Context: an optimization exercise on an open-source flow, tuned for small area. The choices shown serve that exercise and are no tape-out recipe. In this exercise RTL edits were held to simulation tests only and were not proved equivalent to the original. Power is estimated from default activity; no workload was simulated.

old:
==> flow/design.v <==
module pll(
	input clk,
	input reset,
	input sig_in,
	input [6:0] phase_adj,      
	input [11:0] delay_adj,     
	input [15:0] default_freq,  
	output osc_out,
	output reg sig_bad,
	output [14-1:0] per_avg);
	reg [15:0] freq, freq_nxt, diff;
	reg        pd_up_d, pd_dn_d;
	reg        fb, fb_nxt, fb_d1, sig, sig_dly, sig_buf_dly, osc, osc_dly;
	reg        sig_bad_nxt;
	reg [768 - 1:0] sig_buffer;
	wire sig_buf = sig_buffer[768 - 1];
	reg [23:0] ctr, ctr_nxt, osc_nxt;
	reg [16:0] freq_nxt_x;
	assign osc_out = ctr[23];
	always @(*) begin
		ctr_nxt = ctr + {8'b0, freq};
		osc_nxt = ctr_nxt + {phase_adj, 17'b0};
		freq_nxt_x = {1'b0, freq} + {diff[15], diff};
		if(!reset)
			freq_nxt = default_freq;
		else if(freq_nxt_x[16])
			freq_nxt = 16'hFFFF;  
		else
			freq_nxt = freq_nxt_x[15:0];
	end
	always @(posedge clk or negedge reset) begin
		if(!reset) begin
			ctr     <= 24'b0;
			osc     <= 1'b0;
		end else begin
			ctr     <= ctr_nxt;
			osc     <= osc_nxt[23];
		end
	end
	always @(posedge clk) begin
		freq    <= freq_nxt;
		osc_dly <= osc;
		pd_up_d <= pd_up;
		pd_dn_d <= pd_dn;
	end
	reg [1:0] err, err_prev, err_dif;
	reg       pd_up, pd_up_nxt, pd_dn, pd_dn_nxt;
	wire sig_edge = sig_buf && !sig_buf_dly;
	wire fb_edge;
	always @(*) begin
		pd_up_nxt = ((pd_up && pd_dn) || sig_bad) ? 1'b0 : pd_up | sig_edge;
		pd_dn_nxt = ((pd_up && pd_dn) || sig_bad) ? 1'b0 : pd_dn | fb_edge;
		err      = {1'b0, pd_up} - {1'b0, pd_dn};
		err_prev = {1'b0, pd_up_d} - {1'b0, pd_dn_d};
		err_dif  = err - err_prev;
		diff     = {{9{err[1]}}, err, 5'b0} + {err_dif, 14'b0};
	end
	always @(posedge clk or negedge reset) begin
		if(!reset) begin
			pd_up   <= 1'b0;
			pd_dn   <= 1'b0;
		end else begin
			pd_up   <= pd_up_nxt;
			pd_dn   <= pd_dn_nxt;
		end
	end
	reg [11:0] dly_ctr, dly_ctr_nxt;
	always @(*) begin
		dly_ctr_nxt = dly_ctr;
		fb_nxt = fb;
		if(osc ^ osc_dly)
			dly_ctr_nxt = dly_ctr;
		else begin
			if(!dly_ctr)
				fb_nxt = osc;
			else
				dly_ctr_nxt = dly_ctr - 1;
			if(osc_nxt[23] ^ osc)
				dly_ctr_nxt = delay_adj;
		end
	end
	always @(posedge clk or negedge reset) begin
		if(!reset) begin
			dly_ctr   <= 12'b0;
			sig       <= 1'b0;
		end else begin
			dly_ctr   <= dly_ctr_nxt;
			sig       <= sig_in;
		end
	end
	always @(posedge clk) begin
		fb          <= fb_nxt;
		sig_dly     <= sig;
		sig_buf_dly <= sig_buf;
		fb_d1       <= fb;
	end
	reg [14-1:0] per_buffer[4 - 1:0];
	reg [14-1:0] per_ctr, per_ctr_nxt, trn_ctr, trn_ctr_nxt;
	reg     [9:0] bad_lfsr, bad_lfsr_nxt;
	reg           bad_act, bad_act_nxt, bad_evt;
	reg    [11:0] post_bad_ctr, post_bad_ctr_nxt;
	reg     [3:0] flush_ctr, flush_ctr_nxt;
	reg           per_upd, per_upd_nxt, per_upd_d, post_bad_cnt, post_bad_cnt_nxt;
	wire [14:0] per_buf_sum00 = {1'b0, per_buffer[0]} + {1'b0, per_buffer[1]};
	wire [14:0] per_buf_sum01 = {1'b0, per_buffer[2]} + {1'b0, per_buffer[3]};
	wire [14:0] per_buf_sum10 = {1'b0, per_buf_sum00[14:1]} + {1'b0, per_buf_sum01[14:1]};
	wire [14-1:0] per_avg_r = per_buf_sum10[14:1];
	assign per_avg = reset ? per_avg_r : 14'b0;
	wire not_flushed = |(flush_ctr);
	always @(*) begin
		if(per_upd_d)
			per_ctr_nxt = 14'b0;
		else
			per_ctr_nxt = per_ctr + 1;
		per_upd_nxt = fb && !fb_d1;
		if(per_upd_nxt && not_flushed)
			flush_ctr_nxt = flush_ctr - 1;
		else
			flush_ctr_nxt = flush_ctr;
		if(sig ^ sig_dly)
			trn_ctr_nxt = 1'b0;
		else if(trn_ctr == 14'h3FFF)
			trn_ctr_nxt = trn_ctr;
		else
			trn_ctr_nxt = trn_ctr + 1;
		bad_evt = (sig ^ sig_dly && (trn_ctr < {2'b0, per_avg_r[14-1:2]})) ||
		          (trn_ctr > per_avg_r) || not_flushed;
		bad_lfsr_nxt = bad_evt ? 10'h3FF : {bad_lfsr[8:0], bad_lfsr[9] ^ bad_lfsr[6]};
		bad_act_nxt  = bad_evt || (bad_act && bad_lfsr != 10'h1E0);
		post_bad_ctr_nxt = post_bad_ctr;
		post_bad_cnt_nxt = post_bad_cnt;
		if(bad_act) begin
			post_bad_ctr_nxt = per_avg_r[14-1:2];
		end else if(post_bad_ctr && (post_bad_cnt || fb_edge)) begin
			post_bad_ctr_nxt = post_bad_ctr - 1;
			post_bad_cnt_nxt = 1'b1;
		end else if(!post_bad_ctr) begin
			post_bad_ctr_nxt = 12'b0;
			post_bad_cnt_nxt = 1'b0;
		end
		sig_bad_nxt = bad_act || (|(post_bad_ctr));
	end
	always @(posedge clk or negedge reset) begin
		if(!reset) begin
			trn_ctr      <= 14'b0;
			per_upd      <= 1'b1;
			bad_act      <= 1'b0;
			sig_bad      <= 1'b0;
			post_bad_ctr <= 12'b0;
			post_bad_cnt <= 1'b0;
			flush_ctr    <= 8;
		end else begin
			trn_ctr      <= trn_ctr_nxt;
			per_upd      <= per_upd_nxt;
			bad_act      <= bad_act_nxt;
			sig_bad      <= sig_bad_nxt;
			post_bad_ctr <= post_bad_ctr_nxt;
			post_bad_cnt <= post_bad_cnt_nxt;
			flush_ctr    <= flush_ctr_nxt;
		end
	end
	integer i;
	always @(posedge clk) begin
		per_upd_d <= per_upd;
		bad_lfsr  <= bad_lfsr_nxt;
		per_ctr   <= per_ctr_nxt;
		if(per_upd_d) begin
			for(i = 0; i < 4 - 1; i = i + 1)
				per_buffer[i + 1] <= per_buffer[i];
			per_buffer[0] <= per_ctr;
		end
		sig_buffer <= {sig_buffer[768-2:0], sig_dly};
	end
	reg [2:0] fe_n, fe_n_nxt;
	reg [9:0] fe_ctr, fe_ctr_nxt, fe_gap;
	reg [2:0] fe_sel;
	assign fb_edge = (fe_n != 3'd0) && (fe_ctr == 10'd0);
	always @(*) begin
		fe_sel = fe_n - {2'b0, per_upd | per_upd_d};
		case(fe_sel)
			3'd1:    fe_gap = {8'b10111111, per_upd, !per_upd};
			3'd2:    fe_gap = per_buffer[0][9:0];
			3'd3:    fe_gap = per_buffer[1][9:0];
			default: fe_gap = per_buffer[2][9:0];
		endcase
		fe_n_nxt = fe_n + {2'b0, per_upd_nxt} - {2'b0, fb_edge};
		if(fb_edge && fe_n != 3'd1)
			fe_ctr_nxt = fe_gap;
		else if(per_upd_nxt && (fe_n == 3'd0 || fb_edge))
			fe_ctr_nxt = 768 - 1;
		else
			fe_ctr_nxt = fe_ctr - 1;
	end
	always @(posedge clk or negedge reset) begin
		if(!reset)
			fe_n <= 3'd0;
		else
			fe_n <= fe_n_nxt;
	end
	always @(posedge clk)
		fe_ctr <= fe_ctr_nxt;
endmodule
clock: 10.0 ns
lec_check: 0
cap_margin: 20
core_margin: 2
core_utilization: 45
slew_margin: 20
standard.sh (not shown) runs the stock make flow with config.mk's settings and CLKGATE_MAP_FILE= SYNTH_SCRIPT=/design/flow/synth_recipe.tcl, a recipe that flattens the netlist after the stock synthesis.
==> flow/flow/run.sh <==
#!/bin/bash
# The standard ORFS layout, with these changes:
# - synthesis: ABC uses an area script, adders are left to ABC (no full-adder
#   cell extraction) and carry chains are mapped as ripple carry;
# - CTS: clkbuf_8 leaf buffers in clusters of up to 20 sinks, no dummy loads;
# - port buffers are buf_1 cells.
# Each step's full output goes to its own log file here.
set -euo pipefail
W=$PWD
sed "s#SYNTH_SCRIPT=[^ ]*#SYNTH_SCRIPT=$W/flow/synth.tcl#" standard.sh > my_standard.sh
export FLOW_ABC_SCRIPT=$W/flow/abc_area.script
export ADDER_MAP_FILE=
export SYNTH_OPERATIONS_ARGS="-extra-map $W/flow/lcu_ripple.v"
export CTS_ARGS="-sink_clustering_enable -repair_clock_nets -dont_use_dummy_load -buf_list sky130_fd_sc_hd__clkbuf_8 -sink_clustering_size 20 -sink_clustering_max_diameter 50"
export BUFFER_PORTS_ARGS="-buffer_cell sky130_fd_sc_hd__buf_1"
bash my_standard.sh synth > synth.log 2>&1
bash my_standard.sh finish > finish.log 2>&1
==> flow/flow/abc_area.script <==
strash
&get -n
&fraig -x
&put
scorr
dc2
strash
&get -n
&dch -f
&nf
&put
==> flow/flow/lcu_ripple.v <==
(* techmap_celltype = "$lcu" *)
module _lcu_ripple (P, G, CI, CO);
	parameter WIDTH = 2;
	(* force_downto *)
	input [WIDTH-1:0] P, G;
	input CI;
	(* force_downto *)
	output [WIDTH-1:0] CO;
	genvar i;
	generate
		for (i = 0; i < WIDTH; i = i + 1) begin : stage
			if (i == 0)
				assign CO[0] = G[0] | (P[0] & CI);
			else
				assign CO[i] = G[i] | (P[i] & CO[i-1]);
		end
	endgenerate
endmodule
==> flow/flow/synth.tcl <==
# The standard flow's synthesis script (synth_recipe.tcl), with one change: ABC maps the
# logic with an area-oriented script (flow/abc_area.script) in place of
# ORFS's delay-oriented one. Registers are mapped before ABC runs, so they
# are the standard synthesis's.
proc synth {args} { yosys synth -nofsm -noshare {*}$args }
proc abc {args} {
  set i [lsearch $args -script]
  if {$i >= 0} {
    set args [lreplace $args $i [expr {$i + 1}] -script $::env(FLOW_ABC_SCRIPT)]
  }
  yosys abc {*}$args
}
source $::env(SCRIPTS_DIR)/synth.tcl
# left out here: clear keep_hierarchy, flatten, clean up, hide names made inside functions, write 1_2_yosys.v
old did not stop at any stage, and its layout met the timing, design-rule and antenna checks.
[inputs] new vs old
--- a/flow/design.v
+++ b/flow/design.v
@@ -97,6 +97,5 @@
 	reg [14-1:0] per_buffer[4 - 1:0];
 	reg [14-1:0] per_ctr, per_ctr_nxt, trn_ctr, trn_ctr_nxt;
-	reg     [9:0] bad_lfsr, bad_lfsr_nxt;
-	reg           bad_act, bad_act_nxt, bad_evt;
+	reg     [9:0] bad_ctr, bad_ctr_nxt;
 	reg    [11:0] post_bad_ctr, post_bad_ctr_nxt;
 	reg     [3:0] flush_ctr, flush_ctr_nxt;
@@ -124,11 +123,14 @@
 		else
 			trn_ctr_nxt = trn_ctr + 1;
-		bad_evt = (sig ^ sig_dly && (trn_ctr < {2'b0, per_avg_r[14-1:2]})) ||
-		          (trn_ctr > per_avg_r) || not_flushed;
-		bad_lfsr_nxt = bad_evt ? 10'h3FF : {bad_lfsr[8:0], bad_lfsr[9] ^ bad_lfsr[6]};
-		bad_act_nxt  = bad_evt || (bad_act && bad_lfsr != 10'h1E0);
+		if((sig ^ sig_dly && (trn_ctr < {2'b0, per_avg_r[14-1:2]})) ||
+		   (trn_ctr > per_avg_r) || not_flushed)
+			bad_ctr_nxt = 768;
+		else if(bad_ctr == 10'b0)
+			bad_ctr_nxt = 10'b0;
+		else
+			bad_ctr_nxt = bad_ctr - 1;
 		post_bad_ctr_nxt = post_bad_ctr;
 		post_bad_cnt_nxt = post_bad_cnt;
-		if(bad_act) begin
+		if(bad_ctr) begin
 			post_bad_ctr_nxt = per_avg_r[14-1:2];
 		end else if(post_bad_ctr && (post_bad_cnt || fb_edge)) begin
@@ -139,5 +141,5 @@
 			post_bad_cnt_nxt = 1'b0;
 		end
-		sig_bad_nxt = bad_act || (|(post_bad_ctr));
+		sig_bad_nxt = (|(bad_ctr)) || (|(post_bad_ctr));
 	end
 	always @(posedge clk or negedge reset) begin
@@ -145,5 +147,5 @@
 			trn_ctr      <= 14'b0;
 			per_upd      <= 1'b1;
-			bad_act      <= 1'b0;
+			bad_ctr      <= 10'b0;
 			sig_bad      <= 1'b0;
 			post_bad_ctr <= 12'b0;
@@ -153,5 +155,5 @@
 			trn_ctr      <= trn_ctr_nxt;
 			per_upd      <= per_upd_nxt;
-			bad_act      <= bad_act_nxt;
+			bad_ctr      <= bad_ctr_nxt;
 			sig_bad      <= sig_bad_nxt;
 			post_bad_ctr <= post_bad_ctr_nxt;
@@ -163,5 +165,4 @@
 	always @(posedge clk) begin
 		per_upd_d <= per_upd;
-		bad_lfsr  <= bad_lfsr_nxt;
 		per_ctr   <= per_ctr_nxt;
 		if(per_upd_d) begin
There was hardly any difference in area taken by flip-flops and latches between old and new.
In terms of fraction of cell area in non-clock buffers, new and old differ only marginally.
new: final critical-path required period 0.082 ns above old
| sequential share of power | old vs new | ≈ equal |
Measured against new, the routed length on met3 of old comes out at 0.901 times the reference value.
Going from old to new, the power was found to have gone up by about 1%.
Cmp old and new / first-iteration DRC count / lower: new
Looking at worst IR drop on VDD, new sits below old.
per_avg[12] as the worst setup path endpoint was reported by old, and per_avg[13] by new.
Compared to old, new has clock latency on the worst-skew pair 0.02 ns lower.
Relative to old, number of buffers created by CTS has decreased by about 5.6% in new.

==> re-timing with driven ports <==
The flow's constraints put no driver on any port. The routed layouts listed below were extracted and timed again, unchanged, in two steps.
Step 1: set_driving_cell puts a clkbuf_16 on clk and a buf_2 on each other input, an assumption about the parent block.
Step 2 adds t to the input delays and takes it off the output delays; t is the mean of the earliest and latest rising clock arrival at the registers after step 1. Input paths then give back, and output paths get back, about the clock's delay inside the block.
a / b / c = ideal / step 1 / step 2; a / b = the first two.
| run | t (ns) | slack for setup (ns) | clock arrival spread, ns | worst slew at a driven data input, ns |
|---|---|---|---|---|
| old | 0.678 | 0.543 / 0.492 / 1.170 | 0.101 / 0.101 | 0.05 |
| new | 0.657 | 0.461 / 0.410 / 1.067 | 0.073 / 0.073 | 0.04 |
After both steps setup and hold are still met in every run listed.
